From an optimization exercise on the open Yosys and OpenROAD flow, aimed at small area and a short achievable clock period; shortcuts taken in it are not production practice.
Where RTL was checked, it was by simulation tests only, not by an equivalence proof against the original.
The RTL of run 1 was laid out without a check of its function.
Power is estimated from default activity; no workload was simulated.

$ cat design/flow/flow/run.sh
#!/bin/bash
set -uo pipefail
export BUFFER_PORTS_ARGS="-buffer_cell sky130_fd_sc_hd__buf_1"
export CTS_ARGS="-sink_clustering_enable -repair_clock_nets -sink_clustering_size 24 -sink_clustering_max_diameter 150"
bash standard.sh > flow_standard.log 2>&1
$ cat design/flow/standard.sh
#!/bin/bash
# synth_recipe.tcl (not shown) runs the flow's synth.tcl, then flattens the netlist and writes it again
# the make line also repeats each setting of config.mk as NAME=value (left out here)
make -C /OpenROAD-flow-scripts/flow DESIGN_CONFIG=/design/flow/config.mk WORK_HOME=/design/flow/orfs CLKGATE_MAP_FILE= SYNTH_SCRIPT=/design/flow/synth_recipe.tcl "${@:-finish}"
$ cat design/flow/config.mk
export PLATFORM = sky130hd
export DESIGN_NAME = Matrix_Multiplication
export DESIGN_NICKNAME = Matrix_Multiplication
export VERILOG_FILES = /design/flow/design.v
export SDC_FILE = /design/flow/constraint.sdc
export NUM_CORES = 4
export LEC_CHECK = 0
export CAP_MARGIN = 20
export CORE_MARGIN = 2
export CORE_UTILIZATION = 40
export SETUP_SLACK_MARGIN = 2.0
export SLEW_MARGIN = 20
export SYNTH_HIERARCHICAL = 1
export SYNTH_MINIMUM_KEEP_SIZE = 0
$ cat design/flow/constraint.sdc
create_clock -name core_clock -period 6.5 [get_ports {clk}]
set_input_delay 1.3000 -clock core_clock [delete_from_list [all_inputs] [get_ports {clk}]]
set_output_delay 1.3000 -clock core_clock [all_outputs]
set_load 0.01 [all_outputs]
$ cat design/flow/design.v
module Systolic_array (
    input clk, reset,
    input [7:0] in_a, in_b,
    output [16:0] out_c
);
  reg [16:0] acc;
  reg [0:0] kc;
  assign out_c = acc + {kc[0], 12'b0};
  wire pp1;
  assign pp1 = in_a[0] & in_b[0];
  wire pp2;
  assign pp2 = in_a[0] & in_b[1];
  wire pp3;
  assign pp3 = in_a[0] & in_b[2];
  wire pp4;
  assign pp4 = in_a[0] & in_b[3];
  wire pp5;
  assign pp5 = in_a[0] & in_b[4];
  wire pp6;
  assign pp6 = in_a[0] & in_b[5];
  wire pp7;
  assign pp7 = in_a[0] & in_b[6];
  wire pp8;
  assign pp8 = in_a[0] & in_b[7];
  wire pp9;
  assign pp9 = in_a[1] & in_b[0];
  wire pp10;
  assign pp10 = in_a[1] & in_b[1];
  wire pp11;
  assign pp11 = in_a[1] & in_b[2];
  wire pp12;
  assign pp12 = in_a[1] & in_b[3];
  wire pp13;
  assign pp13 = in_a[1] & in_b[4];
  wire pp14;
  assign pp14 = in_a[1] & in_b[5];
  wire pp15;
  assign pp15 = in_a[1] & in_b[6];
  wire pp16;
  assign pp16 = in_a[1] & in_b[7];
  wire pp17;
  assign pp17 = in_a[2] & in_b[0];
  wire pp18;
  assign pp18 = in_a[2] & in_b[1];
  wire pp19;
  assign pp19 = in_a[2] & in_b[2];
  wire pp20;
  assign pp20 = in_a[2] & in_b[3];
  wire pp21;
  assign pp21 = in_a[2] & in_b[4];
  wire pp22;
  assign pp22 = in_a[2] & in_b[5];
  wire pp23;
  assign pp23 = in_a[2] & in_b[6];
  wire pp24;
  assign pp24 = in_a[2] & in_b[7];
  wire pp25;
  assign pp25 = in_a[3] & in_b[0];
  wire pp26;
  assign pp26 = in_a[3] & in_b[1];
  wire pp27;
  assign pp27 = in_a[3] & in_b[2];
  wire pp28;
  assign pp28 = in_a[3] & in_b[3];
  wire pp29;
  assign pp29 = in_a[3] & in_b[4];
  wire pp30;
  assign pp30 = in_a[3] & in_b[5];
  wire pp31;
  assign pp31 = in_a[3] & in_b[6];
  wire pp32;
  assign pp32 = in_a[3] & in_b[7];
  wire pp33;
  assign pp33 = in_a[4] & in_b[0];
  wire pp34;
  assign pp34 = in_a[4] & in_b[1];
  wire pp35;
  assign pp35 = in_a[4] & in_b[2];
  wire pp36;
  assign pp36 = in_a[4] & in_b[3];
  wire pp37;
  assign pp37 = in_a[4] & in_b[4];
  wire pp38;
  assign pp38 = in_a[4] & in_b[5];
  wire pp39;
  assign pp39 = in_a[4] & in_b[6];
  wire pp40;
  assign pp40 = in_a[4] & in_b[7];
  wire pp41;
  assign pp41 = in_a[5] & in_b[0];
  wire pp42;
  assign pp42 = in_a[5] & in_b[1];
  wire pp43;
  assign pp43 = in_a[5] & in_b[2];
  wire pp44;
  assign pp44 = in_a[5] & in_b[3];
  wire pp45;
  assign pp45 = in_a[5] & in_b[4];
  wire pp46;
  assign pp46 = in_a[5] & in_b[5];
  wire pp47;
  assign pp47 = in_a[5] & in_b[6];
  wire pp48;
  assign pp48 = in_a[5] & in_b[7];
  wire pp49;
  assign pp49 = in_a[6] & in_b[0];
  wire pp50;
  assign pp50 = in_a[6] & in_b[1];
  wire pp51;
  assign pp51 = in_a[6] & in_b[2];
  wire pp52;
  assign pp52 = in_a[6] & in_b[3];
  wire pp53;
  assign pp53 = in_a[6] & in_b[4];
  wire pp54;
  assign pp54 = in_a[6] & in_b[5];
  wire pp55;
  assign pp55 = in_a[6] & in_b[6];
  wire pp56;
  assign pp56 = in_a[6] & in_b[7];
  wire pp57;
  assign pp57 = in_a[7] & in_b[0];
  wire pp58;
  assign pp58 = in_a[7] & in_b[1];
  wire pp59;
  assign pp59 = in_a[7] & in_b[2];
  wire pp60;
  assign pp60 = in_a[7] & in_b[3];
  wire pp61;
  assign pp61 = in_a[7] & in_b[4];
  wire pp62;
  assign pp62 = in_a[7] & in_b[5];
  wire pp63;
  assign pp63 = in_a[7] & in_b[6];
  wire pp64;
  assign pp64 = in_a[7] & in_b[7];
  wire s65;
  wire k66;
  mm_ha u66 (.a(acc[5]), .b(pp6), .s(s65), .co(k66));
  wire s67;
  wire k68;
  mm_fa u68 (.a(acc[6]), .b(pp7), .c(pp14), .s(s67), .co(k68));
  wire s69;
  wire k70;
  mm_ha u70 (.a(pp21), .b(pp28), .s(s69), .co(k70));
  wire s71;
  wire k72;
  mm_fa u72 (.a(acc[7]), .b(pp8), .c(pp15), .s(s71), .co(k72));
  wire s73;
  wire k74;
  mm_fa u74 (.a(pp22), .b(pp29), .c(pp36), .s(s73), .co(k74));
  wire s75;
  wire k76;
  mm_ha u76 (.a(pp43), .b(pp50), .s(s75), .co(k76));
  wire s77;
  wire k78;
  mm_fa u78 (.a(acc[8]), .b(pp16), .c(pp23), .s(s77), .co(k78));
  wire s79;
  wire k80;
  mm_fa u80 (.a(pp30), .b(pp37), .c(pp44), .s(s79), .co(k80));
  wire s81;
  wire k82;
  mm_ha u82 (.a(pp51), .b(pp58), .s(s81), .co(k82));
  wire s83;
  wire k84;
  mm_fa u84 (.a(acc[9]), .b(pp24), .c(pp31), .s(s83), .co(k84));
  wire s85;
  wire k86;
  mm_fa u86 (.a(pp38), .b(pp45), .c(pp52), .s(s85), .co(k86));
  wire s87;
  wire k88;
  mm_fa u88 (.a(acc[10]), .b(pp32), .c(pp39), .s(s87), .co(k88));
  wire s89;
  wire k90;
  mm_ha u90 (.a(acc[3]), .b(pp4), .s(s89), .co(k90));
  wire s91;
  wire k92;
  mm_fa u92 (.a(acc[4]), .b(pp5), .c(pp12), .s(s91), .co(k92));
  wire s93;
  wire k94;
  mm_ha u94 (.a(pp19), .b(pp26), .s(s93), .co(k94));
  wire s95;
  wire k96;
  mm_fa u96 (.a(pp13), .b(pp20), .c(pp27), .s(s95), .co(k96));
  wire s97;
  wire k98;
  mm_fa u98 (.a(pp34), .b(pp41), .c(s65), .s(s97), .co(k98));
  wire s99;
  wire k100;
  mm_fa u100 (.a(pp35), .b(pp42), .c(pp49), .s(s99), .co(k100));
  wire s101;
  wire k102;
  mm_fa u102 (.a(k66), .b(s69), .c(s67), .s(s101), .co(k102));
  wire s103;
  wire k104;
  mm_fa u104 (.a(pp57), .b(k70), .c(s75), .s(s103), .co(k104));
  wire s105;
  wire k106;
  mm_fa u106 (.a(k68), .b(s71), .c(s73), .s(s105), .co(k106));
  wire s107;
  wire k108;
  mm_fa u108 (.a(k76), .b(s81), .c(k72), .s(s107), .co(k108));
  wire s109;
  wire k110;
  mm_fa u110 (.a(k74), .b(s77), .c(s79), .s(s109), .co(k110));
  wire s111;
  wire k112;
  mm_fa u112 (.a(pp59), .b(k82), .c(k78), .s(s111), .co(k112));
  wire s113;
  wire k114;
  mm_fa u114 (.a(k80), .b(s83), .c(s85), .s(s113), .co(k114));
  wire s115;
  wire k116;
  mm_fa u116 (.a(pp46), .b(pp53), .c(pp60), .s(s115), .co(k116));
  wire s117;
  wire k118;
  mm_fa u118 (.a(k84), .b(k86), .c(s87), .s(s117), .co(k118));
  wire s119;
  wire k120;
  mm_fa u120 (.a(acc[11]), .b(pp40), .c(pp47), .s(s119), .co(k120));
  wire s121;
  wire k122;
  mm_fa u122 (.a(pp54), .b(pp61), .c(k88), .s(s121), .co(k122));
  wire s123;
  wire k124;
  mm_fa u124 (.a(acc[12]), .b(kc[0]), .c(pp48), .s(s123), .co(k124));
  wire s125;
  wire k126;
  mm_ha u126 (.a(pp55), .b(pp62), .s(s125), .co(k126));
  wire s127;
  wire k128;
  mm_ha u128 (.a(acc[13]), .b(pp56), .s(s127), .co(k128));
  wire s129;
  wire k130;
  mm_ha u130 (.a(acc[2]), .b(pp3), .s(s129), .co(k130));
  wire s131;
  wire k132;
  mm_fa u132 (.a(pp11), .b(pp18), .c(pp25), .s(s131), .co(k132));
  wire s133;
  wire k134;
  mm_fa u134 (.a(pp33), .b(k90), .c(s93), .s(s133), .co(k134));
  wire s135;
  wire k136;
  mm_fa u136 (.a(k94), .b(k92), .c(s95), .s(s135), .co(k136));
  wire s137;
  wire k138;
  mm_fa u138 (.a(k96), .b(s99), .c(k98), .s(s137), .co(k138));
  wire s139;
  wire k140;
  mm_fa u140 (.a(k100), .b(s103), .c(k102), .s(s139), .co(k140));
  wire s141;
  wire k142;
  mm_fa u142 (.a(k104), .b(s107), .c(k106), .s(s141), .co(k142));
  wire s143;
  wire k144;
  mm_fa u144 (.a(k108), .b(s111), .c(k110), .s(s143), .co(k144));
  wire s145;
  wire k146;
  mm_fa u146 (.a(s115), .b(k112), .c(k114), .s(s145), .co(k146));
  wire s147;
  wire k148;
  mm_fa u148 (.a(k116), .b(s119), .c(s121), .s(s147), .co(k148));
  wire s149;
  wire k150;
  mm_fa u150 (.a(s125), .b(k120), .c(s123), .s(s149), .co(k150));
  wire s151;
  wire k152;
  mm_fa u152 (.a(pp63), .b(k126), .c(s127), .s(s151), .co(k152));
  wire s153;
  wire k154;
  mm_ha u154 (.a(acc[14]), .b(pp64), .s(s153), .co(k154));
  wire s155;
  wire k156;
  mm_ha u156 (.a(acc[1]), .b(pp2), .s(s155), .co(k156));
  wire s157;
  wire k158;
  mm_fa u158 (.a(pp10), .b(pp17), .c(s129), .s(s157), .co(k158));
  wire s159;
  wire k160;
  mm_fa u160 (.a(k130), .b(s89), .c(s131), .s(s159), .co(k160));
  wire s161;
  wire k162;
  mm_fa u162 (.a(k132), .b(s91), .c(s133), .s(s161), .co(k162));
  wire s163;
  wire k164;
  mm_fa u164 (.a(k134), .b(s97), .c(s135), .s(s163), .co(k164));
  wire s165;
  wire k166;
  mm_fa u166 (.a(k136), .b(s101), .c(s137), .s(s165), .co(k166));
  wire s167;
  wire k168;
  mm_fa u168 (.a(s105), .b(k138), .c(s139), .s(s167), .co(k168));
  wire s169;
  wire k170;
  mm_fa u170 (.a(s109), .b(k140), .c(s141), .s(s169), .co(k170));
  wire s171;
  wire k172;
  mm_fa u172 (.a(s113), .b(k142), .c(s143), .s(s171), .co(k172));
  wire s173;
  wire k174;
  mm_fa u174 (.a(s117), .b(k144), .c(s145), .s(s173), .co(k174));
  wire s175;
  wire k176;
  mm_fa u176 (.a(k118), .b(k146), .c(s147), .s(s175), .co(k176));
  wire s177;
  wire k178;
  mm_fa u178 (.a(k122), .b(s149), .c(k148), .s(s177), .co(k178));
  wire s179;
  wire k180;
  mm_fa u180 (.a(k124), .b(s151), .c(k150), .s(s179), .co(k180));
  wire s181;
  wire k182;
  mm_fa u182 (.a(k128), .b(s153), .c(k152), .s(s181), .co(k182));
  wire s183;
  wire k184;
  mm_ha u184 (.a(acc[15]), .b(k154), .s(s183), .co(k184));
  wire s185;
  wire k186;
  mm_ha u186 (.a(acc[0]), .b(pp1), .s(s185), .co(k186));
  wire s187;
  wire k188;
  mm_fa u188 (.a(pp9), .b(k186), .c(s155), .s(s187), .co(k188));
  wire s189;
  wire k190;
  mm_fa u190 (.a(k156), .b(k188), .c(s157), .s(s189), .co(k190));
  wire s191;
  wire k192;
  mm_ha u192 (.a(s159), .b(k158), .s(s191), .co(k192));
  wire s193;
  wire k194;
  mm_ha u194 (.a(s161), .b(k160), .s(s193), .co(k194));
  wire s195;
  wire k196;
  mm_ha u196 (.a(s163), .b(k162), .s(s195), .co(k196));
  wire s197;
  wire k198;
  mm_ha u198 (.a(s165), .b(k164), .s(s197), .co(k198));
  wire s199;
  wire k200;
  mm_ha u200 (.a(s167), .b(k166), .s(s199), .co(k200));
  wire s201;
  wire k202;
  mm_ha u202 (.a(s169), .b(k168), .s(s201), .co(k202));
  wire s203;
  wire k204;
  mm_ha u204 (.a(s171), .b(k170), .s(s203), .co(k204));
  wire s205;
  wire k206;
  mm_ha u206 (.a(s173), .b(k172), .s(s205), .co(k206));
  wire s207;
  wire k208;
  mm_ha u208 (.a(s175), .b(k174), .s(s207), .co(k208));
  wire g209;
  assign g209 = k192 | (s191 & k190);
  wire g210;
  assign g210 = k194 | (s193 & g209);
  wire p211;
  assign p211 = s193 & s191;
  wire g212;
  assign g212 = k196 | (s195 & k194);
  wire p213;
  assign p213 = s195 & s193;
  wire g214;
  assign g214 = k198 | (s197 & k196);
  wire p215;
  assign p215 = s197 & s195;
  wire g216;
  assign g216 = k200 | (s199 & k198);
  wire p217;
  assign p217 = s199 & s197;
  wire g218;
  assign g218 = k202 | (s201 & k200);
  wire p219;
  assign p219 = s201 & s199;
  wire g220;
  assign g220 = k204 | (s203 & k202);
  wire p221;
  assign p221 = s203 & s201;
  wire g222;
  assign g222 = k206 | (s205 & k204);
  wire p223;
  assign p223 = s205 & s203;
  wire g224;
  assign g224 = k208 | (s207 & k206);
  wire p225;
  assign p225 = s207 & s205;
  wire g226;
  assign g226 = g212 | (p213 & g209);
  wire p227;
  assign p227 = p213 & s191;
  wire g228;
  assign g228 = g214 | (p215 & g210);
  wire p229;
  assign p229 = p215 & p211;
  wire g230;
  assign g230 = g216 | (p217 & g212);
  wire p231;
  assign p231 = p217 & p213;
  wire g232;
  assign g232 = g218 | (p219 & g214);
  wire p233;
  assign p233 = p219 & p215;
  wire g234;
  assign g234 = g220 | (p221 & g216);
  wire p235;
  assign p235 = p221 & p217;
  wire g236;
  assign g236 = g222 | (p223 & g218);
  wire p237;
  assign p237 = p223 & p219;
  wire g238;
  assign g238 = g224 | (p225 & g220);
  wire p239;
  assign p239 = p225 & p221;
  wire g240;
  assign g240 = g230 | (p231 & g209);
  wire p241;
  assign p241 = p231 & s191;
  wire g242;
  assign g242 = g232 | (p233 & g210);
  wire p243;
  assign p243 = p233 & p211;
  wire g244;
  assign g244 = g234 | (p235 & g226);
  wire p245;
  assign p245 = p235 & p227;
  wire g246;
  assign g246 = g236 | (p237 & g228);
  wire p247;
  assign p247 = p237 & p229;
  wire g248;
  assign g248 = g238 | (p239 & g230);
  wire p249;
  assign p249 = p239 & p231;
  wire g250;
  assign g250 = g248 | (p249 & g209);
  wire p251;
  assign p251 = p249 & s191;
  wire s252;
  wire k253;
  mm_ha u253 (.a(s177), .b(k176), .s(s252), .co(k253));
  wire s254;
  wire k255;
  mm_ha u255 (.a(s179), .b(k178), .s(s254), .co(k255));
  wire s256;
  wire k257;
  mm_ha u257 (.a(s181), .b(k180), .s(s256), .co(k257));
  wire s258;
  wire k259;
  mm_ha u259 (.a(s183), .b(k182), .s(s258), .co(k259));
  wire s260;
  wire k261;
  mm_ha u261 (.a(acc[16]), .b(k184), .s(s260), .co(k261));
  wire g262;
  assign g262 = k255 | (s254 & k253);
  wire p263;
  assign p263 = s254 & s252;
  wire g264;
  assign g264 = k257 | (s256 & k255);
  wire p265;
  assign p265 = s256 & s254;
  wire g266;
  assign g266 = k259 | (s258 & k257);
  wire p267;
  assign p267 = s258 & s256;
  wire g268;
  assign g268 = k261 | (s260 & k259);
  wire p269;
  assign p269 = s260 & s258;
  wire g270;
  assign g270 = g264 | (p265 & k253);
  wire p271;
  assign p271 = p265 & s252;
  wire g272;
  assign g272 = g266 | (p267 & g262);
  wire p273;
  assign p273 = p267 & p263;
  wire g274;
  assign g274 = g268 | (p269 & g264);
  wire p275;
  assign p275 = p269 & p265;
  wire g276;
  assign g276 = g274 | (p275 & k253);
  wire p277;
  assign p277 = p275 & s252;
  wire [16:0] sum = {(s260 ^ g272), (s258 ^ g270), (s256 ^ g262), (s254 ^ k253), (s252 ^ 1'b0), (s207 ^ g246), (s205 ^ g244), (s203 ^ g242), (s201 ^ g240), (s199 ^ g228), (s197 ^ g226), (s195 ^ g210), (s193 ^ g209), (s191 ^ k190), s189, s187, s185};
  always @(posedge clk or posedge reset) begin
    if (reset) begin
      acc <= 17'b0;
      kc <= 1'b0;
    end else begin
      acc <= sum;
      kc <= g250;
    end
  end
endmodule
module Systolic_array_int (
    input clk, reset,
    input [7:0] in_a, in_b,
    output reg [16:0] out_c
);
  wire [16:0] acc = out_c;
  wire [7:0] na, nb;   
  mm_inv ua0 (.a(in_a[0]), .y(na[0]));
  mm_inv ub0 (.a(in_b[0]), .y(nb[0]));
  mm_inv ua1 (.a(in_a[1]), .y(na[1]));
  mm_inv ub1 (.a(in_b[1]), .y(nb[1]));
  mm_inv ua2 (.a(in_a[2]), .y(na[2]));
  mm_inv ub2 (.a(in_b[2]), .y(nb[2]));
  mm_inv ua3 (.a(in_a[3]), .y(na[3]));
  mm_inv ub3 (.a(in_b[3]), .y(nb[3]));
  mm_inv ua4 (.a(in_a[4]), .y(na[4]));
  mm_inv ub4 (.a(in_b[4]), .y(nb[4]));
  mm_inv ua5 (.a(in_a[5]), .y(na[5]));
  mm_inv ub5 (.a(in_b[5]), .y(nb[5]));
  mm_inv ua6 (.a(in_a[6]), .y(na[6]));
  mm_inv ub6 (.a(in_b[6]), .y(nb[6]));
  mm_inv ua7 (.a(in_a[7]), .y(na[7]));
  mm_inv ub7 (.a(in_b[7]), .y(nb[7]));
  wire pp1;
  assign pp1 = ~(na[0] | nb[0]);
  wire pp2;
  assign pp2 = ~(na[0] | nb[1]);
  wire pp3;
  assign pp3 = ~(na[0] | nb[2]);
  wire pp4;
  assign pp4 = ~(na[0] | nb[3]);
  wire pp5;
  assign pp5 = ~(na[0] | nb[4]);
  wire pp6;
  assign pp6 = ~(na[0] | nb[5]);
  wire pp7;
  assign pp7 = ~(na[0] | nb[6]);
  wire pp8;
  assign pp8 = ~(na[0] | nb[7]);
  wire pp9;
  assign pp9 = ~(na[1] | nb[0]);
  wire pp10;
  assign pp10 = ~(na[1] | nb[1]);
  wire pp11;
  assign pp11 = ~(na[1] | nb[2]);
  wire pp12;
  assign pp12 = ~(na[1] | nb[3]);
  wire pp13;
  assign pp13 = ~(na[1] | nb[4]);
  wire pp14;
  assign pp14 = ~(na[1] | nb[5]);
  wire pp15;
  assign pp15 = ~(na[1] | nb[6]);
  wire pp16;
  assign pp16 = ~(na[1] | nb[7]);
  wire pp17;
  assign pp17 = ~(na[2] | nb[0]);
  wire pp18;
  assign pp18 = ~(na[2] | nb[1]);
  wire pp19;
  assign pp19 = ~(na[2] | nb[2]);
  wire pp20;
  assign pp20 = ~(na[2] | nb[3]);
  wire pp21;
  assign pp21 = ~(na[2] | nb[4]);
  wire pp22;
  assign pp22 = ~(na[2] | nb[5]);
  wire pp23;
  assign pp23 = ~(na[2] | nb[6]);
  wire pp24;
  assign pp24 = ~(na[2] | nb[7]);
  wire pp25;
  assign pp25 = ~(na[3] | nb[0]);
  wire pp26;
  assign pp26 = ~(na[3] | nb[1]);
  wire pp27;
  assign pp27 = ~(na[3] | nb[2]);
  wire pp28;
  assign pp28 = ~(na[3] | nb[3]);
  wire pp29;
  assign pp29 = ~(na[3] | nb[4]);
  wire pp30;
  assign pp30 = ~(na[3] | nb[5]);
  wire pp31;
  assign pp31 = ~(na[3] | nb[6]);
  wire pp32;
  assign pp32 = ~(na[3] | nb[7]);
  wire pp33;
  assign pp33 = ~(na[4] | nb[0]);
  wire pp34;
  assign pp34 = ~(na[4] | nb[1]);
  wire pp35;
  assign pp35 = ~(na[4] | nb[2]);
  wire pp36;
  assign pp36 = ~(na[4] | nb[3]);
  wire pp37;
  assign pp37 = ~(na[4] | nb[4]);
  wire pp38;
  assign pp38 = ~(na[4] | nb[5]);
  wire pp39;
  assign pp39 = ~(na[4] | nb[6]);
  wire pp40;
  assign pp40 = ~(na[4] | nb[7]);
  wire pp41;
  assign pp41 = ~(na[5] | nb[0]);
  wire pp42;
  assign pp42 = ~(na[5] | nb[1]);
  wire pp43;
  assign pp43 = ~(na[5] | nb[2]);
  wire pp44;
  assign pp44 = ~(na[5] | nb[3]);
  wire pp45;
  assign pp45 = ~(na[5] | nb[4]);
  wire pp46;
  assign pp46 = ~(na[5] | nb[5]);
  wire pp47;
  assign pp47 = ~(na[5] | nb[6]);
  wire pp48;
  assign pp48 = ~(na[5] | nb[7]);
  wire pp49;
  assign pp49 = ~(na[6] | nb[0]);
  wire pp50;
  assign pp50 = ~(na[6] | nb[1]);
  wire pp51;
  assign pp51 = ~(na[6] | nb[2]);
  wire pp52;
  assign pp52 = ~(na[6] | nb[3]);
  wire pp53;
  assign pp53 = ~(na[6] | nb[4]);
  wire pp54;
  assign pp54 = ~(na[6] | nb[5]);
  wire pp55;
  assign pp55 = ~(na[6] | nb[6]);
  wire pp56;
  assign pp56 = ~(na[6] | nb[7]);
  wire pp57;
  assign pp57 = ~(na[7] | nb[0]);
  wire pp58;
  assign pp58 = ~(na[7] | nb[1]);
  wire pp59;
  assign pp59 = ~(na[7] | nb[2]);
  wire pp60;
  assign pp60 = ~(na[7] | nb[3]);
  wire pp61;
  assign pp61 = ~(na[7] | nb[4]);
  wire pp62;
  assign pp62 = ~(na[7] | nb[5]);
  wire pp63;
  assign pp63 = ~(na[7] | nb[6]);
  wire pp64;
  assign pp64 = ~(na[7] | nb[7]);
  wire s65;
  wire k66;
  mm_ha u66 (.a(acc[5]), .b(pp6), .s(s65), .co(k66));
  wire s67;
  wire k68;
  mm_fa u68 (.a(acc[6]), .b(pp7), .c(pp14), .s(s67), .co(k68));
  wire s69;
  wire k70;
  mm_ha u70 (.a(pp21), .b(pp28), .s(s69), .co(k70));
  wire s71;
  wire k72;
  mm_fa u72 (.a(acc[7]), .b(pp8), .c(pp15), .s(s71), .co(k72));
  wire s73;
  wire k74;
  mm_fa u74 (.a(pp22), .b(pp29), .c(pp36), .s(s73), .co(k74));
  wire s75;
  wire k76;
  mm_ha u76 (.a(pp43), .b(pp50), .s(s75), .co(k76));
  wire s77;
  wire k78;
  mm_fa u78 (.a(acc[8]), .b(pp16), .c(pp23), .s(s77), .co(k78));
  wire s79;
  wire k80;
  mm_fa u80 (.a(pp30), .b(pp37), .c(pp44), .s(s79), .co(k80));
  wire s81;
  wire k82;
  mm_ha u82 (.a(pp51), .b(pp58), .s(s81), .co(k82));
  wire s83;
  wire k84;
  mm_fa u84 (.a(acc[9]), .b(pp24), .c(pp31), .s(s83), .co(k84));
  wire s85;
  wire k86;
  mm_fa u86 (.a(pp38), .b(pp45), .c(pp52), .s(s85), .co(k86));
  wire s87;
  wire k88;
  mm_fa u88 (.a(acc[10]), .b(pp32), .c(pp39), .s(s87), .co(k88));
  wire s89;
  wire k90;
  mm_ha u90 (.a(acc[3]), .b(pp4), .s(s89), .co(k90));
  wire s91;
  wire k92;
  mm_fa u92 (.a(acc[4]), .b(pp5), .c(pp12), .s(s91), .co(k92));
  wire s93;
  wire k94;
  mm_ha u94 (.a(pp19), .b(pp26), .s(s93), .co(k94));
  wire s95;
  wire k96;
  mm_fa u96 (.a(pp13), .b(pp20), .c(pp27), .s(s95), .co(k96));
  wire s97;
  wire k98;
  mm_fa u98 (.a(pp34), .b(pp41), .c(s65), .s(s97), .co(k98));
  wire s99;
  wire k100;
  mm_fa u100 (.a(pp35), .b(pp42), .c(pp49), .s(s99), .co(k100));
  wire s101;
  wire k102;
  mm_fa u102 (.a(k66), .b(s69), .c(s67), .s(s101), .co(k102));
  wire s103;
  wire k104;
  mm_fa u104 (.a(pp57), .b(k70), .c(s75), .s(s103), .co(k104));
  wire s105;
  wire k106;
  mm_fa u106 (.a(k68), .b(s71), .c(s73), .s(s105), .co(k106));
  wire s107;
  wire k108;
  mm_fa u108 (.a(k76), .b(s81), .c(k72), .s(s107), .co(k108));
  wire s109;
  wire k110;
  mm_fa u110 (.a(k74), .b(s77), .c(s79), .s(s109), .co(k110));
  wire s111;
  wire k112;
  mm_fa u112 (.a(pp59), .b(k82), .c(k78), .s(s111), .co(k112));
  wire s113;
  wire k114;
  mm_fa u114 (.a(k80), .b(s83), .c(s85), .s(s113), .co(k114));
  wire s115;
  wire k116;
  mm_fa u116 (.a(pp46), .b(pp53), .c(pp60), .s(s115), .co(k116));
  wire s117;
  wire k118;
  mm_fa u118 (.a(k84), .b(k86), .c(s87), .s(s117), .co(k118));
  wire s119;
  wire k120;
  mm_fa u120 (.a(acc[11]), .b(pp40), .c(pp47), .s(s119), .co(k120));
  wire s121;
  wire k122;
  mm_fa u122 (.a(pp54), .b(pp61), .c(k88), .s(s121), .co(k122));
  wire s123;
  wire k124;
  mm_fa u124 (.a(acc[12]), .b(pp48), .c(pp55), .s(s123), .co(k124));
  wire s125;
  wire k126;
  mm_ha u126 (.a(acc[2]), .b(pp3), .s(s125), .co(k126));
  wire s127;
  wire k128;
  mm_fa u128 (.a(pp11), .b(pp18), .c(pp25), .s(s127), .co(k128));
  wire s129;
  wire k130;
  mm_fa u130 (.a(pp33), .b(k90), .c(s93), .s(s129), .co(k130));
  wire s131;
  wire k132;
  mm_fa u132 (.a(k94), .b(k92), .c(s95), .s(s131), .co(k132));
  wire s133;
  wire k134;
  mm_fa u134 (.a(k96), .b(s99), .c(k98), .s(s133), .co(k134));
  wire s135;
  wire k136;
  mm_fa u136 (.a(k100), .b(s103), .c(k102), .s(s135), .co(k136));
  wire s137;
  wire k138;
  mm_fa u138 (.a(k104), .b(s107), .c(k106), .s(s137), .co(k138));
  wire s139;
  wire k140;
  mm_fa u140 (.a(k108), .b(s111), .c(k110), .s(s139), .co(k140));
  wire s141;
  wire k142;
  mm_fa u142 (.a(s115), .b(k112), .c(k114), .s(s141), .co(k142));
  wire s143;
  wire k144;
  mm_fa u144 (.a(k116), .b(s119), .c(s121), .s(s143), .co(k144));
  wire s145;
  wire k146;
  mm_fa u146 (.a(pp62), .b(k120), .c(s123), .s(s145), .co(k146));
  wire s147;
  wire k148;
  mm_fa u148 (.a(acc[13]), .b(pp56), .c(pp63), .s(s147), .co(k148));
  wire s149;
  wire k150;
  mm_ha u150 (.a(acc[1]), .b(pp2), .s(s149), .co(k150));
  wire s151;
  wire k152;
  mm_fa u152 (.a(pp10), .b(pp17), .c(s125), .s(s151), .co(k152));
  wire s153;
  wire k154;
  mm_fa u154 (.a(k126), .b(s89), .c(s127), .s(s153), .co(k154));
  wire s155;
  wire k156;
  mm_fa u156 (.a(k128), .b(s91), .c(s129), .s(s155), .co(k156));
  wire s157;
  wire k158;
  mm_fa u158 (.a(k130), .b(s97), .c(s131), .s(s157), .co(k158));
  wire s159;
  wire k160;
  mm_fa u160 (.a(k132), .b(s101), .c(s133), .s(s159), .co(k160));
  wire s161;
  wire k162;
  mm_fa u162 (.a(s105), .b(k134), .c(s135), .s(s161), .co(k162));
  wire s163;
  wire k164;
  mm_fa u164 (.a(s109), .b(k136), .c(s137), .s(s163), .co(k164));
  wire s165;
  wire k166;
  mm_fa u166 (.a(s113), .b(k138), .c(s139), .s(s165), .co(k166));
  wire s167;
  wire k168;
  mm_fa u168 (.a(s117), .b(k140), .c(s141), .s(s167), .co(k168));
  wire s169;
  wire k170;
  mm_fa u170 (.a(k118), .b(k142), .c(s143), .s(s169), .co(k170));
  wire s171;
  wire k172;
  mm_fa u172 (.a(k122), .b(s145), .c(k144), .s(s171), .co(k172));
  wire s173;
  wire k174;
  mm_fa u174 (.a(k124), .b(s147), .c(k146), .s(s173), .co(k174));
  wire s175;
  wire k176;
  mm_fa u176 (.a(acc[14]), .b(pp64), .c(k148), .s(s175), .co(k176));
  wire s177;
  wire k178;
  mm_ha u178 (.a(acc[0]), .b(pp1), .s(s177), .co(k178));
  wire s179;
  wire k180;
  mm_fa u180 (.a(pp9), .b(k178), .c(s149), .s(s179), .co(k180));
  wire s181;
  wire k182;
  mm_fa u182 (.a(k150), .b(k180), .c(s151), .s(s181), .co(k182));
  wire s183;
  wire k184;
  mm_fa u184 (.a(k152), .b(s153), .c(k182), .s(s183), .co(k184));
  wire s185;
  wire k186;
  mm_fa u186 (.a(k154), .b(s155), .c(k184), .s(s185), .co(k186));
  wire s187;
  wire k188;
  mm_ha u188 (.a(s157), .b(k156), .s(s187), .co(k188));
  wire s189;
  wire k190;
  mm_ha u190 (.a(s159), .b(k158), .s(s189), .co(k190));
  wire s191;
  wire k192;
  mm_ha u192 (.a(s161), .b(k160), .s(s191), .co(k192));
  wire s193;
  wire k194;
  mm_ha u194 (.a(s163), .b(k162), .s(s193), .co(k194));
  wire s195;
  wire k196;
  mm_ha u196 (.a(s165), .b(k164), .s(s195), .co(k196));
  wire s197;
  wire k198;
  mm_ha u198 (.a(s167), .b(k166), .s(s197), .co(k198));
  wire s199;
  wire k200;
  mm_ha u200 (.a(s169), .b(k168), .s(s199), .co(k200));
  wire s201;
  wire k202;
  mm_ha u202 (.a(s171), .b(k170), .s(s201), .co(k202));
  wire s203;
  wire k204;
  mm_ha u204 (.a(s173), .b(k172), .s(s203), .co(k204));
  wire s205;
  wire k206;
  mm_ha u206 (.a(s175), .b(k174), .s(s205), .co(k206));
  wire s207;
  wire k208;
  mm_ha u208 (.a(acc[15]), .b(k176), .s(s207), .co(k208));
  wire g209;
  assign g209 = k188 | (s187 & k186);
  wire g210;
  assign g210 = k190 | (s189 & g209);
  wire p211;
  assign p211 = s189 & s187;
  wire g212;
  assign g212 = k194 | (s193 & k192);
  wire p213;
  assign p213 = s193 & s191;
  wire g214;
  assign g214 = k198 | (s197 & k196);
  wire p215;
  assign p215 = s197 & s195;
  wire g216;
  assign g216 = k202 | (s201 & k200);
  wire p217;
  assign p217 = s201 & s199;
  wire g218;
  assign g218 = k206 | (s205 & k204);
  wire p219;
  assign p219 = s205 & s203;
  wire g220;
  assign g220 = 1'b0 | (acc[16] & k208);
  wire p221;
  assign p221 = acc[16] & s207;
  wire g222;
  assign g222 = k192 | (s191 & g210);
  wire p223;
  assign p223 = s191 & p211;
  wire g224;
  assign g224 = g212 | (p213 & g210);
  wire p225;
  assign p225 = p213 & p211;
  wire g226;
  assign g226 = k200 | (s199 & g214);
  wire p227;
  assign p227 = s199 & p215;
  wire g228;
  assign g228 = g216 | (p217 & g214);
  wire p229;
  assign p229 = p217 & p215;
  wire g230;
  assign g230 = k208 | (s207 & g218);
  wire p231;
  assign p231 = s207 & p219;
  wire g232;
  assign g232 = g220 | (p221 & g218);
  wire p233;
  assign p233 = p221 & p219;
  wire g234;
  assign g234 = k196 | (s195 & g224);
  wire p235;
  assign p235 = s195 & p225;
  wire g236;
  assign g236 = g214 | (p215 & g224);
  wire p237;
  assign p237 = p215 & p225;
  wire g238;
  assign g238 = g226 | (p227 & g224);
  wire p239;
  assign p239 = p227 & p225;
  wire g240;
  assign g240 = g228 | (p229 & g224);
  wire p241;
  assign p241 = p229 & p225;
  wire g242;
  assign g242 = k204 | (s203 & g240);
  wire p243;
  assign p243 = s203 & p241;
  wire g244;
  assign g244 = g218 | (p219 & g240);
  wire p245;
  assign p245 = p219 & p241;
  wire g246;
  assign g246 = g230 | (p231 & g240);
  wire p247;
  assign p247 = p231 & p241;
  wire g248;
  assign g248 = g232 | (p233 & g240);
  wire p249;
  assign p249 = p233 & p241;
  wire [16:0] sum = {(acc[16] ^ g246), (s207 ^ g244), (s205 ^ g242), (s203 ^ g240), (s201 ^ g238), (s199 ^ g236), (s197 ^ g234), (s195 ^ g224), (s193 ^ g222), (s191 ^ g210), (s189 ^ g209), (s187 ^ k186), s185, s183, s181, s179, s177};
  always @(posedge clk or posedge reset) begin
    if (reset)
      out_c <= 17'b0;
    else
      out_c <= sum;
  end
endmodule
module mm_inv (input a, output y);
  assign y = ~a;
endmodule
module mm_fa (input a, b, c, output s, co);
  assign s = a ^ b ^ c;
  assign co = (a & b) | (c & (a ^ b));
endmodule
module mm_ha (input a, b, output s, co);
  assign s = a ^ b;
  assign co = a & b;
endmodule
module Matrix_Multiplication (
  input clk, reset,
  input [7:0] a1, a2, a3, a4, b1, b2, b3, b4,
  output [16:0] c1, c2, c3, c4, c5, c6, c7, c8, c9, c10, c11, c12, c13, c14, c15, c16
);
  reg [7:0] ad1_0, ad1_1, ad1_2, ad1_3, ad2_0, ad2_1, ad2_2, ad2_3, ad3_0, ad3_1, ad3_2, ad3_3;
  reg [7:0] bd1_0, bd1_1, bd1_2, bd1_3, bd2_0, bd2_1, bd2_2, bd2_3, bd3_0, bd3_1, bd3_2, bd3_3;
  wire [7:0] ad0_0 = a1, ad0_1 = a2, ad0_2 = a3, ad0_3 = a4;
  wire [7:0] bd0_0 = b1, bd0_1 = b2, bd0_2 = b3, bd0_3 = b4;
  always @(posedge clk or posedge reset) begin
    if (reset) begin
      ad1_0 <= 8'b00000000;
      ad1_1 <= 8'b00000000;
      ad1_2 <= 8'b00000000;
      ad1_3 <= 8'b00000000;
      ad2_0 <= 8'b00000000;
      ad2_1 <= 8'b00000000;
      ad2_2 <= 8'b00000000;
      ad2_3 <= 8'b00000000;
      ad3_0 <= 8'b00000000;
      ad3_1 <= 8'b00000000;
      ad3_2 <= 8'b00000000;
      ad3_3 <= 8'b00000000;
      bd1_0 <= 8'b00000000;
      bd1_1 <= 8'b00000000;
      bd1_2 <= 8'b00000000;
      bd1_3 <= 8'b00000000;
      bd2_0 <= 8'b00000000;
      bd2_1 <= 8'b00000000;
      bd2_2 <= 8'b00000000;
      bd2_3 <= 8'b00000000;
      bd3_0 <= 8'b00000000;
      bd3_1 <= 8'b00000000;
      bd3_2 <= 8'b00000000;
      bd3_3 <= 8'b00000000;
    end else begin
      ad1_0 <= ad0_0;
      ad1_1 <= ad0_1;
      ad1_2 <= ad0_2;
      ad1_3 <= ad0_3;
      ad2_0 <= ad1_0;
      ad2_1 <= ad1_1;
      ad2_2 <= ad1_2;
      ad2_3 <= ad1_3;
      ad3_0 <= ad2_0;
      ad3_1 <= ad2_1;
      ad3_2 <= ad2_2;
      ad3_3 <= ad2_3;
      bd1_0 <= bd0_0;
      bd1_1 <= bd0_1;
      bd1_2 <= bd0_2;
      bd1_3 <= bd0_3;
      bd2_0 <= bd1_0;
      bd2_1 <= bd1_1;
      bd2_2 <= bd1_2;
      bd2_3 <= bd1_3;
      bd3_0 <= bd2_0;
      bd3_1 <= bd2_1;
      bd3_2 <= bd2_2;
      bd3_3 <= bd2_3;
    end
  end
  Systolic_array B1 (.clk(clk), .reset(reset), .in_a(ad0_0), .in_b(bd0_0), .out_c(c1));
  Systolic_array B2 (.clk(clk), .reset(reset), .in_a(ad0_1), .in_b(bd1_0), .out_c(c2));
  Systolic_array B3 (.clk(clk), .reset(reset), .in_a(ad0_2), .in_b(bd2_0), .out_c(c3));
  Systolic_array B4 (.clk(clk), .reset(reset), .in_a(ad0_3), .in_b(bd3_0), .out_c(c4));
  Systolic_array B5 (.clk(clk), .reset(reset), .in_a(ad1_0), .in_b(bd0_1), .out_c(c5));
  Systolic_array_int B6 (.clk(clk), .reset(reset), .in_a(ad1_1), .in_b(bd1_1), .out_c(c6));
  Systolic_array_int B7 (.clk(clk), .reset(reset), .in_a(ad1_2), .in_b(bd2_1), .out_c(c7));
  Systolic_array_int B8 (.clk(clk), .reset(reset), .in_a(ad1_3), .in_b(bd3_1), .out_c(c8));
  Systolic_array B9 (.clk(clk), .reset(reset), .in_a(ad2_0), .in_b(bd0_2), .out_c(c9));
  Systolic_array_int B10 (.clk(clk), .reset(reset), .in_a(ad2_1), .in_b(bd1_2), .out_c(c10));
  Systolic_array_int B11 (.clk(clk), .reset(reset), .in_a(ad2_2), .in_b(bd2_2), .out_c(c11));
  Systolic_array_int B12 (.clk(clk), .reset(reset), .in_a(ad2_3), .in_b(bd3_2), .out_c(c12));
  Systolic_array B13 (.clk(clk), .reset(reset), .in_a(ad3_0), .in_b(bd0_3), .out_c(c13));
  Systolic_array_int B14 (.clk(clk), .reset(reset), .in_a(ad3_1), .in_b(bd1_3), .out_c(c14));
  Systolic_array_int B15 (.clk(clk), .reset(reset), .in_a(ad3_2), .in_b(bd2_3), .out_c(c15));
  Systolic_array_int B16 (.clk(clk), .reset(reset), .in_a(ad3_3), .in_b(bd3_3), .out_c(c16));
endmodule
==> flow_summary.toml, run 1 <==
[global_routing]
use_met3 = 0.0387
grt_pass1_wl_um = 180000
grt_usage = 0.202
grt_pass1_vias = 30697
use_met2 = 0.335
gr-usage-met1 = 0.272
grt_max_degree = 118
antenna_found_initial = 8
busiest_layer = "met2"
grt-ovfl-total = 0

[worst_setup_path]
critPathKind = "reg -> reg"
crit_chain = "inv_4 > nor2_1 > ha_1 > fa_1 > fa_2 > fa_2 > fa_1 > ha_1 > or2_2 > ha_1 > o211ai_1 > nand2_1 > a41o_1 > nand2_1 > nand2_1 > ha_1 > nor2_1 > xnor2_1"
slowest_delay_ns = 0.46
crit_path_frequent_cell = "ha_1"
path_max_fanout = 8
cp.arrival_ns = 4.94
cp-end-kind = "flip-flop"
crit_slowest_cell = "dfrtp_2"
worstSetupStartpointType = "flip-flop"
critPathRequiredTime_ns = 7.07

[clock_network]
insertion_delay_ns = 0.64
clock_sinks = 471
cts.path.max_buffers = 3
cts_tree = "built"
cts_root_buf = "clkbuf_16"
htree_levels = 1
cts-buffers-inserted = 24
path_clk_slew_ns = 0.10

[yosys]
seq_area_frac_synth = 0.264
postSynthCellCount = 3810
synth_area_per_cell_um2 = 11.7
synth_warnings = 9
ys_seq_elements = 471
syn_area_um2 = 44700
yosys.cell_types.count = 33
syn_nets = 5143

[timing]
slew_headroom = 0.382
setup_tns_ns = 0
worstMarginPinSlew_ns = 0.928
finalSetupViolations = 0
clock_skew_ns = 0.0431
hold_slack_ns = 0.373
hold_viol = 0
period_share = 0.672
rsz0062_at_grt = "true"
clock.fmax_mhz = 229
maxSlewViolCount = 0
min_period_ns = 4.37

[placement]
dpl.hpwl_um = 93100
dp.cells = 5411
gp_congestion = 0.874
portBuffers = 337

[cells_and_area]
final_cell_count_no_fill = 5517
final_nets = 5355
syn2layout_area_growth_pct = 8.08
drive_above_1_share = 0.0797

[run_status]
status = "finished clean"

[worst_hold_path]
hold_class = "reg -> reg"

[detailed_routing]
via_count = 27741
ant_nets = 0
wl_per_cell_um = 20.3
drc = 0
viasPerCell = 5.03
dr.pass1.iters = 5
wl_um = 112000
dr.first_iter.drc_count = 1223

[power]
vdd_ir_drop_max_uv = 521
finalPower_mw = 28.8
powerDensity_nw_per_um2 = 597
p_leak_nw = 22.4

[floorplanning]
core_area_um2 = 111000
die_y_um = 338
die_w_um = 338
fp.dieArea_um2 = 115000
initial_utilization = 0.404
core.rowCount = 122
pin_count = 338

[job]
cap_violations = 0
sequential cells by signal, summed over array words and instances (netlist names), 17 cells and up:
signal,count
B1.acc,17
B10.out_c,17
B11.out_c,17
B12.out_c,17
B13.acc,17
B14.out_c,17
B15.out_c,17
B16.out_c,17
B2.acc,17
B3.acc,17
B4.acc,17
B5.acc,17
B6.out_c,17
B7.out_c,17
B8.out_c,17
B9.acc,17
per-stage QoR:
stage                     setup WS, ns   util  area [um^2]
final                             2.13  0.436        48300
after global routing              1.93  0.436        48300
after CTS                         1.97  0.430        47600
after detailed placement          1.55  0.422        46700
after global placement            1.53  0.422        46700
after floorplan                   2.17      -        44700
logic make-up after synthesis:
family | count (synthesis) | synth area share
simple gates | 1294 | 0.138
fa+ha+maj | 1267 | 0.492
flops | 471 | 0.264
buf+inv | 396 | 0.0403
compound gates | 244 | 0.0394
xor+xnor | 131 | 0.0257
mux | 7 | 0.00157
placed cells by master (no fill, tap or decap), types with 9 or more instances in the layout:
master | netlist | routed
buf_4 | 84 | 76
nor2_1 | 658 | 640
clkbuf_16 | 0 | 24
a41oi_1 | 9 | 9
and2_1 | 455 | 455
dfrtp_2 | 0 | 21
nand2_1 | 91 | 89
inv_4 | 0 | 29
dfrtp_1 | 471 | 450
nand3_1 | 30 | 30
ha_1 | 449 | 444
a21oi_1 | 76 | 76
inv_1 | 168 | 89
o211ai_1 | 16 | 16
or2_2 | 25 | 24
clkinvlp_4 | 0 | 13
fa_1 | 818 | 798
inv_2 | 0 | 35
nor3_1 | 14 | 14
fa_2 | 0 | 20
a21o_1 | 37 | 37
xor2_1 | 14 | 14
a211oi_1 | 9 | 9
nor2_2 | 0 | 16
xnor2_1 | 117 | 117
o21ai_0 | 23 | 23
buf_1 | 0 | 336
a31oi_1 | 14 | 14
a221oi_2 | 9 | 9
modules after synthesis (local to each module, per instance):
| module | cells | times used | cell area (um^2) |
|---|---|---|---|
| Systolic_array_int | 135 | 9 | 987 |
| mm_fa | 1 | 818 | 20.0 |
| mm_inv | 1 | 144 | 3.75 |
| mm_ha | 1 | 369 | 12.5 |
| Systolic_array | 153 | 7 | 1360 |
| Matrix_Multiplication | 193 | 1 | 4810 |
worst max-delay path: cells and delay by family (launching register included):
family                     cells  cell delay (ns)
AOI/OAI and AO/OA              2             0.45
adders and majority gates      8             2.43
DFF                            1             0.46
and+or+nand+nor                6             0.72
buffers and inverters          1             0.12
xor gates and xnor gates       1             0.13
report_power, final:
group	switching [mW]	internal [mW]
Clock	1.09	0.722
Combinational	11.5	9.99
Sequential	1.13	4.39
Total	13.7	15.1
cell type report:
class	count	area, um^2
inverter	168	763
clock inverter	6	86.3
fill	10510	62500
tap	1488	1860
clock buffer	25	604
multi-input combinational	2943	31400
timing repair buffer	414	1860
sequential	471	11800
antenna	2	5.00
Yosys cell counts, drive strengths merged:
| cell type | count | share of area |
|---|---|---|
| nand4 | 7 | 0.00098 |
| a21oi | 83 | 0.0099 |
| mux2i | 7 | 0.0016 |
| a41o | 9 | 0.0020 |
| dfrtp | 471 | 0.26 |
| xnor2 | 117 | 0.023 |
| a41oi | 9 | 0.0018 |
| o211ai | 23 | 0.0046 |
| nor2 | 658 | 0.055 |
| fa | 818 | 0.37 |
| a21o | 37 | 0.0062 |
| nand2b | 7 | 0.00098 |
| or2 | 25 | 0.0035 |
| a221oi | 16 | 0.0044 |
| nor3 | 14 | 0.0016 |
| clkbuf | 144 | 0.012 |
| o21ai | 30 | 0.0034 |
| xor2 | 14 | 0.0027 |
| nor2b | 7 | 0.00098 |
| a211oi | 16 | 0.0035 |
| buf | 84 | 0.014 |
| and2 | 455 | 0.064 |
| inv | 168 | 0.014 |
| nand3 | 30 | 0.0034 |
| ha | 449 | 0.13 |
| a21boi | 7 | 0.0018 |
| nand2 | 91 | 0.0076 |
| a31oi | 14 | 0.0020 |
path summary, 6_finish.rpt:
path / slack [ns] / depth (start not counted) / end / start
min in group asynchronous: 0.68 / 2 / ad3_3[0] / reset
max reg2reg: 2.13 / 18 / B11.out_c[14] / ad2_2[0]
max in group asynchronous: 4.47 / 3 / bd1_1[4] / reset
min: 0.37 / 0 / bd3_2[5] / bd2_2[5]
min reg2reg: 0.37 / 0 / bd3_2[5] / bd2_2[5]
max: 2.13 / 18 / B11.out_c[14] / ad2_2[0]
what timing repair did:
| action | in CTS | in global routing |
|---|---|---|
| pin swaps | 9 | 37 |
| setup buffers | 15 | 58 |
| setup endpoints to repair | 30 | 31 |
| hold buffers | 0 | 0 |
| gates resized for setup | 73 | 121 |
metal layers:
| layer | share of wire | vias to the layer above |
|---|---|---|
| li1 | - | 12438 |
| met4 | 0.028 | 10 |
| met3 | 0.053 | 136 |
| met1 | 0.43 | 14589 |
| met5 | 0.00051 | - |
| met2 | 0.49 | 568 |
==> run 2, diff against run 1 <==
--- a/design/flow/design.v
+++ b/design/flow/design.v
@@ -6,134 +6,151 @@
   reg [16:0] acc;
   reg [0:0] kc;
   assign out_c = acc + {kc[0], 12'b0};
+  wire [7:0] na, nb;   
+  mm_inv ua0 (.a(in_a[0]), .y(na[0]));
+  mm_inv ub0 (.a(in_b[0]), .y(nb[0]));
+  mm_inv ua1 (.a(in_a[1]), .y(na[1]));
+  mm_inv ub1 (.a(in_b[1]), .y(nb[1]));
+  mm_inv ua2 (.a(in_a[2]), .y(na[2]));
+  mm_inv ub2 (.a(in_b[2]), .y(nb[2]));
+  mm_inv ua3 (.a(in_a[3]), .y(na[3]));
+  mm_inv ub3 (.a(in_b[3]), .y(nb[3]));
+  mm_inv ua4 (.a(in_a[4]), .y(na[4]));
+  mm_inv ub4 (.a(in_b[4]), .y(nb[4]));
+  mm_inv ua5 (.a(in_a[5]), .y(na[5]));
+  mm_inv ub5 (.a(in_b[5]), .y(nb[5]));
+  mm_inv ua6 (.a(in_a[6]), .y(na[6]));
+  mm_inv ub6 (.a(in_b[6]), .y(nb[6]));
+  mm_inv ua7 (.a(in_a[7]), .y(na[7]));
+  mm_inv ub7 (.a(in_b[7]), .y(nb[7]));
   wire pp1;
-  assign pp1 = in_a[0] & in_b[0];
+  assign pp1 = ~(na[0] | nb[0]);
   wire pp2;
-  assign pp2 = in_a[0] & in_b[1];
+  assign pp2 = ~(na[0] | nb[1]);
   wire pp3;
-  assign pp3 = in_a[0] & in_b[2];
+  assign pp3 = ~(na[0] | nb[2]);
   wire pp4;
-  assign pp4 = in_a[0] & in_b[3];
+  assign pp4 = ~(na[0] | nb[3]);
   wire pp5;
-  assign pp5 = in_a[0] & in_b[4];
+  assign pp5 = ~(na[0] | nb[4]);
   wire pp6;
-  assign pp6 = in_a[0] & in_b[5];
+  assign pp6 = ~(na[0] | nb[5]);
   wire pp7;
-  assign pp7 = in_a[0] & in_b[6];
+  assign pp7 = ~(na[0] | nb[6]);
   wire pp8;
-  assign pp8 = in_a[0] & in_b[7];
+  assign pp8 = ~(na[0] | nb[7]);
   wire pp9;
-  assign pp9 = in_a[1] & in_b[0];
+  assign pp9 = ~(na[1] | nb[0]);
   wire pp10;
-  assign pp10 = in_a[1] & in_b[1];
+  assign pp10 = ~(na[1] | nb[1]);
   wire pp11;
-  assign pp11 = in_a[1] & in_b[2];
+  assign pp11 = ~(na[1] | nb[2]);
   wire pp12;
-  assign pp12 = in_a[1] & in_b[3];
+  assign pp12 = ~(na[1] | nb[3]);
   wire pp13;
-  assign pp13 = in_a[1] & in_b[4];
+  assign pp13 = ~(na[1] | nb[4]);
   wire pp14;
-  assign pp14 = in_a[1] & in_b[5];
+  assign pp14 = ~(na[1] | nb[5]);
   wire pp15;
-  assign pp15 = in_a[1] & in_b[6];
+  assign pp15 = ~(na[1] | nb[6]);
   wire pp16;
-  assign pp16 = in_a[1] & in_b[7];
+  assign pp16 = ~(na[1] | nb[7]);
   wire pp17;
-  assign pp17 = in_a[2] & in_b[0];
+  assign pp17 = ~(na[2] | nb[0]);
   wire pp18;
-  assign pp18 = in_a[2] & in_b[1];
+  assign pp18 = ~(na[2] | nb[1]);
   wire pp19;
-  assign pp19 = in_a[2] & in_b[2];
+  assign pp19 = ~(na[2] | nb[2]);
   wire pp20;
-  assign pp20 = in_a[2] & in_b[3];
+  assign pp20 = ~(na[2] | nb[3]);
   wire pp21;
-  assign pp21 = in_a[2] & in_b[4];
+  assign pp21 = ~(na[2] | nb[4]);
   wire pp22;
-  assign pp22 = in_a[2] & in_b[5];
+  assign pp22 = ~(na[2] | nb[5]);
   wire pp23;
-  assign pp23 = in_a[2] & in_b[6];
+  assign pp23 = ~(na[2] | nb[6]);
   wire pp24;
-  assign pp24 = in_a[2] & in_b[7];
+  assign pp24 = ~(na[2] | nb[7]);
   wire pp25;
-  assign pp25 = in_a[3] & in_b[0];
+  assign pp25 = ~(na[3] | nb[0]);
   wire pp26;
-  assign pp26 = in_a[3] & in_b[1];
+  assign pp26 = ~(na[3] | nb[1]);
   wire pp27;
-  assign pp27 = in_a[3] & in_b[2];
+  assign pp27 = ~(na[3] | nb[2]);
   wire pp28;
-  assign pp28 = in_a[3] & in_b[3];
+  assign pp28 = ~(na[3] | nb[3]);
   wire pp29;
-  assign pp29 = in_a[3] & in_b[4];
+  assign pp29 = ~(na[3] | nb[4]);
   wire pp30;
-  assign pp30 = in_a[3] & in_b[5];
+  assign pp30 = ~(na[3] | nb[5]);
   wire pp31;
-  assign pp31 = in_a[3] & in_b[6];
+  assign pp31 = ~(na[3] | nb[6]);
   wire pp32;
-  assign pp32 = in_a[3] & in_b[7];
+  assign pp32 = ~(na[3] | nb[7]);
   wire pp33;
-  assign pp33 = in_a[4] & in_b[0];
+  assign pp33 = ~(na[4] | nb[0]);
   wire pp34;
-  assign pp34 = in_a[4] & in_b[1];
+  assign pp34 = ~(na[4] | nb[1]);
   wire pp35;
-  assign pp35 = in_a[4] & in_b[2];
+  assign pp35 = ~(na[4] | nb[2]);
   wire pp36;
-  assign pp36 = in_a[4] & in_b[3];
+  assign pp36 = ~(na[4] | nb[3]);
   wire pp37;
-  assign pp37 = in_a[4] & in_b[4];
+  assign pp37 = ~(na[4] | nb[4]);
   wire pp38;
-  assign pp38 = in_a[4] & in_b[5];
+  assign pp38 = ~(na[4] | nb[5]);
   wire pp39;
-  assign pp39 = in_a[4] & in_b[6];
+  assign pp39 = ~(na[4] | nb[6]);
   wire pp40;
-  assign pp40 = in_a[4] & in_b[7];
+  assign pp40 = ~(na[4] | nb[7]);
   wire pp41;
-  assign pp41 = in_a[5] & in_b[0];
+  assign pp41 = ~(na[5] | nb[0]);
   wire pp42;
-  assign pp42 = in_a[5] & in_b[1];
+  assign pp42 = ~(na[5] | nb[1]);
   wire pp43;
-  assign pp43 = in_a[5] & in_b[2];
+  assign pp43 = ~(na[5] | nb[2]);
   wire pp44;
-  assign pp44 = in_a[5] & in_b[3];
+  assign pp44 = ~(na[5] | nb[3]);
   wire pp45;
-  assign pp45 = in_a[5] & in_b[4];
+  assign pp45 = ~(na[5] | nb[4]);
   wire pp46;
-  assign pp46 = in_a[5] & in_b[5];
+  assign pp46 = ~(na[5] | nb[5]);
   wire pp47;
-  assign pp47 = in_a[5] & in_b[6];
+  assign pp47 = ~(na[5] | nb[6]);
   wire pp48;
-  assign pp48 = in_a[5] & in_b[7];
+  assign pp48 = ~(na[5] | nb[7]);
   wire pp49;
-  assign pp49 = in_a[6] & in_b[0];
+  assign pp49 = ~(na[6] | nb[0]);
   wire pp50;
-  assign pp50 = in_a[6] & in_b[1];
+  assign pp50 = ~(na[6] | nb[1]);
   wire pp51;
-  assign pp51 = in_a[6] & in_b[2];
+  assign pp51 = ~(na[6] | nb[2]);
   wire pp52;
-  assign pp52 = in_a[6] & in_b[3];
+  assign pp52 = ~(na[6] | nb[3]);
   wire pp53;
-  assign pp53 = in_a[6] & in_b[4];
+  assign pp53 = ~(na[6] | nb[4]);
   wire pp54;
-  assign pp54 = in_a[6] & in_b[5];
+  assign pp54 = ~(na[6] | nb[5]);
   wire pp55;
-  assign pp55 = in_a[6] & in_b[6];
+  assign pp55 = ~(na[6] | nb[6]);
   wire pp56;
-  assign pp56 = in_a[6] & in_b[7];
+  assign pp56 = ~(na[6] | nb[7]);
   wire pp57;
-  assign pp57 = in_a[7] & in_b[0];
+  assign pp57 = ~(na[7] | nb[0]);
   wire pp58;
-  assign pp58 = in_a[7] & in_b[1];
+  assign pp58 = ~(na[7] | nb[1]);
   wire pp59;
-  assign pp59 = in_a[7] & in_b[2];
+  assign pp59 = ~(na[7] | nb[2]);
   wire pp60;
-  assign pp60 = in_a[7] & in_b[3];
+  assign pp60 = ~(na[7] | nb[3]);
   wire pp61;
-  assign pp61 = in_a[7] & in_b[4];
+  assign pp61 = ~(na[7] | nb[4]);
   wire pp62;
-  assign pp62 = in_a[7] & in_b[5];
+  assign pp62 = ~(na[7] | nb[5]);
   wire pp63;
-  assign pp63 = in_a[7] & in_b[6];
+  assign pp63 = ~(na[7] | nb[6]);
   wire pp64;
-  assign pp64 = in_a[7] & in_b[7];
+  assign pp64 = ~(na[7] | nb[7]);
   wire s65;
   wire k66;
   mm_ha u66 (.a(acc[5]), .b(pp6), .s(s65), .co(k66));
==> run 2 against run 1 <==
Compared with the run above: clock power about the same; area after synthesis down 0.63%; die area down 0.62%; non-clock buffer count down 7; register-to-register slack better by 0.02 ns; design area down 1.5%; highest routed layer unchanged.
==> flow_summary.toml, run 2 <==
[clock_network]
cts_root_buf = "clkbuf_16"
insertion_delay_ns = 0.64
clock_sinks = 471
htree_levels = 1
cts.path.max_buffers = 3
path_clk_slew_ns = 0.10
ctsHoldBuffers = 0
cts-buffers-inserted = 24
cts_tree = "built"

[detailed_routing]
wl_um = 115000
drc = 0
dr.first_iter.drc_count = 1925
maxUsedRoutingLayer = "met5"
dr.pass1.iters = 7
viasPerCell = 5.04
routed-wl-met2_um = 54300
met1Wirelength_um = 47800
wl_per_cell_um = 20.4
via_count = 28342
ant_nets = 0
wl_met3_um = 8820

[timing]
maxSlewViolCount = 0
min_period_ns = 4.34
worst_slack_ns = 2.16
setup_tns_ns = 0
rsz0062_at_grt = "true"
finalSetupViolations = 0
clock_skew_ns = 0.0446
slew_headroom = 0.437
hold_viol = 0
clock.fmax_mhz = 230
worstMarginPinSlew_ns = 0.843
period_share = 0.668

[yosys]
synth_area_per_cell_um2 = 11.0
synthArstFlopShare = 1.00
ys_seq_elements = 471
synth-edff-count = 0
synth_common_cells = "nor2_1 (1106), fa_1 (818), dfrtp_1 (471), ha_1 (449), inv_1 (280)"
yosysTopAreaCellShare = 0.368
syn_nets = 5367
yosysTopAreaCell = "fa_1"
synth-main-ff-cell = "dfrtp_1"
seq_area_frac_synth = 0.265
yosysMostFrequentCell = "nor2_1"
netlist_top_cells_area = "fa_1 (37%), dfrtp_1 (27%), ha_1 (13%)"
synth_warnings = 9
postSynthCellCount = 4034
syn_area_um2 = 44400
yosys.cell_types.count = 33

[power]
pwr-share-comb = 0.752
switching_share = 0.481
seqPwrFrac = 0.186
share_clk_of_total_power = 0.062
powerDensity_nw_per_um2 = 612
intPower_mw = 15.1
vdd_ir_drop_max_uv = 500
power.switching_mw = 14.0
p_leak_nw = 22.7

[placement]
dpl.hpwl_um = 96700
dp.cells = 5522
placed_area_um2 = 46000
portBuffers = 337
gp_congestion = 0.892
pre_cts_slack_ns = 1.48

[cells_and_area]
final_common_cell = "nor2_1"
postLayoutCoreUtil = 0.431
final_cell_count_no_fill = 5624
drive_above_1_share = 0.0764
most-common-layout-cells = "nor2_1 (1088), fa_1 (797), dfrtp_1 (452)"
final_nets = 5460
final_area_um2 = 47600
syn2layout_area_growth_pct = 7.09

[global_routing]
grt_pass1_wl_um = 181000
grt-ovfl-total = 0
grt_max_degree = 120
grt_pass1_vias = 30694
grt_usage = 0.209
antenna_found_initial = 17

[floorplanning]
core.rowCount = 122
die_w_um = 337
die_y_um = 337
core_area_um2 = 111000
fp.dieArea_um2 = 114000
initial_utilization = 0.402
pin_count = 338

[worst_hold_path]
hold_class = "reg -> reg"

[worst_setup_path]
crit_chain = "inv_4 > nor2_1 > ha_1 > fa_1 > fa_2 > fa_1 > fa_1 > ha_1 > or2_2 > ha_1 > o211ai_1 > nand2_1 > a41o_1 > nand2_1 > nand2_1 > ha_1 > nor2_2 > xnor2_1"
worstSetupStartpointType = "flip-flop"
cp.arrival_ns = 4.92
cp-end-kind = "flip-flop"
crit_family = "adder cells"
crit_path_frequent_cell = "ha_1"
crit_slowest_cell = "fa_1"
critPathRequiredTime_ns = 7.07
critPathKind = "reg -> reg"
path_buf_inv = 1
path_max_fanout = 6
slowest_delay_ns = 0.47

[run_status]
status = "finished clean"

[job]
cap_violations = 0
==> run 2: cell types whose count changed in the layout (fill, tap and decap cells not counted), sizes merged <==
cell | previous run | this run
buf | 413 | 405
bufinv | 1 | 0
clkbuf | 26 | 30
clkinv | 6 | 9
nor2 | 658 | 1106
and2 | 455 | 7
inv | 154 | 269
clkinvlp | 13 | 7
==> run 2: Yosys stat by module (local to each module, per instance) <==
module	times used	cell area, um^2	flops+latches
Matrix_Multiplication	1	4810	192
Systolic_array	7	1260	18
Systolic_array_int	9	987	17
mm_fa	818	20.0	0
mm_ha	369	12.5	0
mm_inv	256	3.75	0
==> run 2: worst paths after layout <==
check	slack [ns]	endpoint	cells after the start	startpoint
worst max register to register	2.16	B12.out_c[14]	18	ad2_3[0]
worst min register to register	0.39	bd2_0[1]	0	bd1_0[1]
max in group asynchronous	4.61	ad2_1[2]	4	reset
worst min-delay path	0.39	bd2_0[1]	0	bd1_0[1]
worst max-delay path	2.16	B12.out_c[14]	18	ad2_3[0]
min in group asynchronous	1.13	B11.out_c[7]	3	reset
==> run 2: power by group through the flow <==
stage          Clock [mW]  Sequential (mW)  Combinational, mW
3_5_place_dp            0             5.52               21.1
6_report             1.80             5.43               21.9
4_1_cts              1.89             5.47               21.6
2_1_floorplan           0             5.33               16.5
5_1_grt              1.98             5.58               25.3
3_3_place_gp            0             5.52               20.8
==> run 2: timing repair <==
item                       in CTS  in global routing
pin swaps                       9                 46
setup endpoints to repair      31                 36
gates cloned                    0                  0
buffers inserted               11                 56
resized for setup              65                133
==> run 2: cells by family (layout without fill, tap and decap cells) <==
family | Yosys count | in the layout | synth area share
xor gates and xnor gates | 131 | 131 | 0.0258
AOI/OAI and AO/OA | 244 | 244 | 0.0397
other | 0 | 2 | 0
DFF | 471 | 471 | 0.265
muxes | 7 | 7 | 0.00158
adders and majority gates | 1267 | 1267 | 0.495
buffers and inverters | 620 | 720 | 0.0595
and+or+nand+nor | 1294 | 1294 | 0.113
==> run 2: area by class of cell <==
type	instances	area (um^2)
fill	10564	62900
multi-input combinational	2943	30300
sequential	471	11800
tap	1488	1860
timing repair buffer	407	1820
inverter	280	1160
clock buffer	28	636
clock inverter	5	55.1
antenna	2	5.00
==> run 2: through the flow <==
| stage | total power [mW] | hold WS, ns |
|---|---|---|
| 2_1_floorplan | 21.8 | 0.354 |
| 3_3_place_gp | 26.3 | 0.360 |
| 3_5_place_dp | 26.7 | 0.371 |
| 4_1_cts | 29.0 | 0.396 |
| 5_1_grt | 32.8 | 0.408 |
| 6_report | 29.1 | 0.394 |
==> run 2: routing by layer <==
metal / up-vias / track usage
met1: 14765 / 0.280
li1: 12626 / -
met4: 22 / 0.0567
met3: 155 / 0.0539
met5: - / 0
met2: 774 / 0.336

afterwards: timing with drivers on the ports:
The results above use ideal ports. As a check the final layouts listed here were re-extracted and re-timed, cells and wires unchanged. Step 1: set_driving_cell puts a clkbuf_16 on clk and a buf_2 on each other input, an assumption about the parent block. Step 2, shift: input delay + t, output delay - t, t = (earliest + latest rising clock arrival at the registers) / 2. This alone moves slack from input paths to output paths. Slacks: no drivers / after step 1 / after step 2; pairs: no drivers / after step 1.
run	t (ns)	setup slack, ns	clock arrival spread, ns	slew at the worst register clock pin (ns)	pins driven straight from the clock port
run 1	0.695	2.135 / 2.135 / 1.601	0.049 / 0.049	0.11 / 0.11	1
run 2	0.692	2.155 / 2.155 / 1.593	0.052 / 0.051	0.11 / 0.11	1
After both steps setup and hold are still met in every run listed. The setup slack of run 2, which loses most, moves by 0.000 ns with the drivers and by -0.562 ns with both steps.
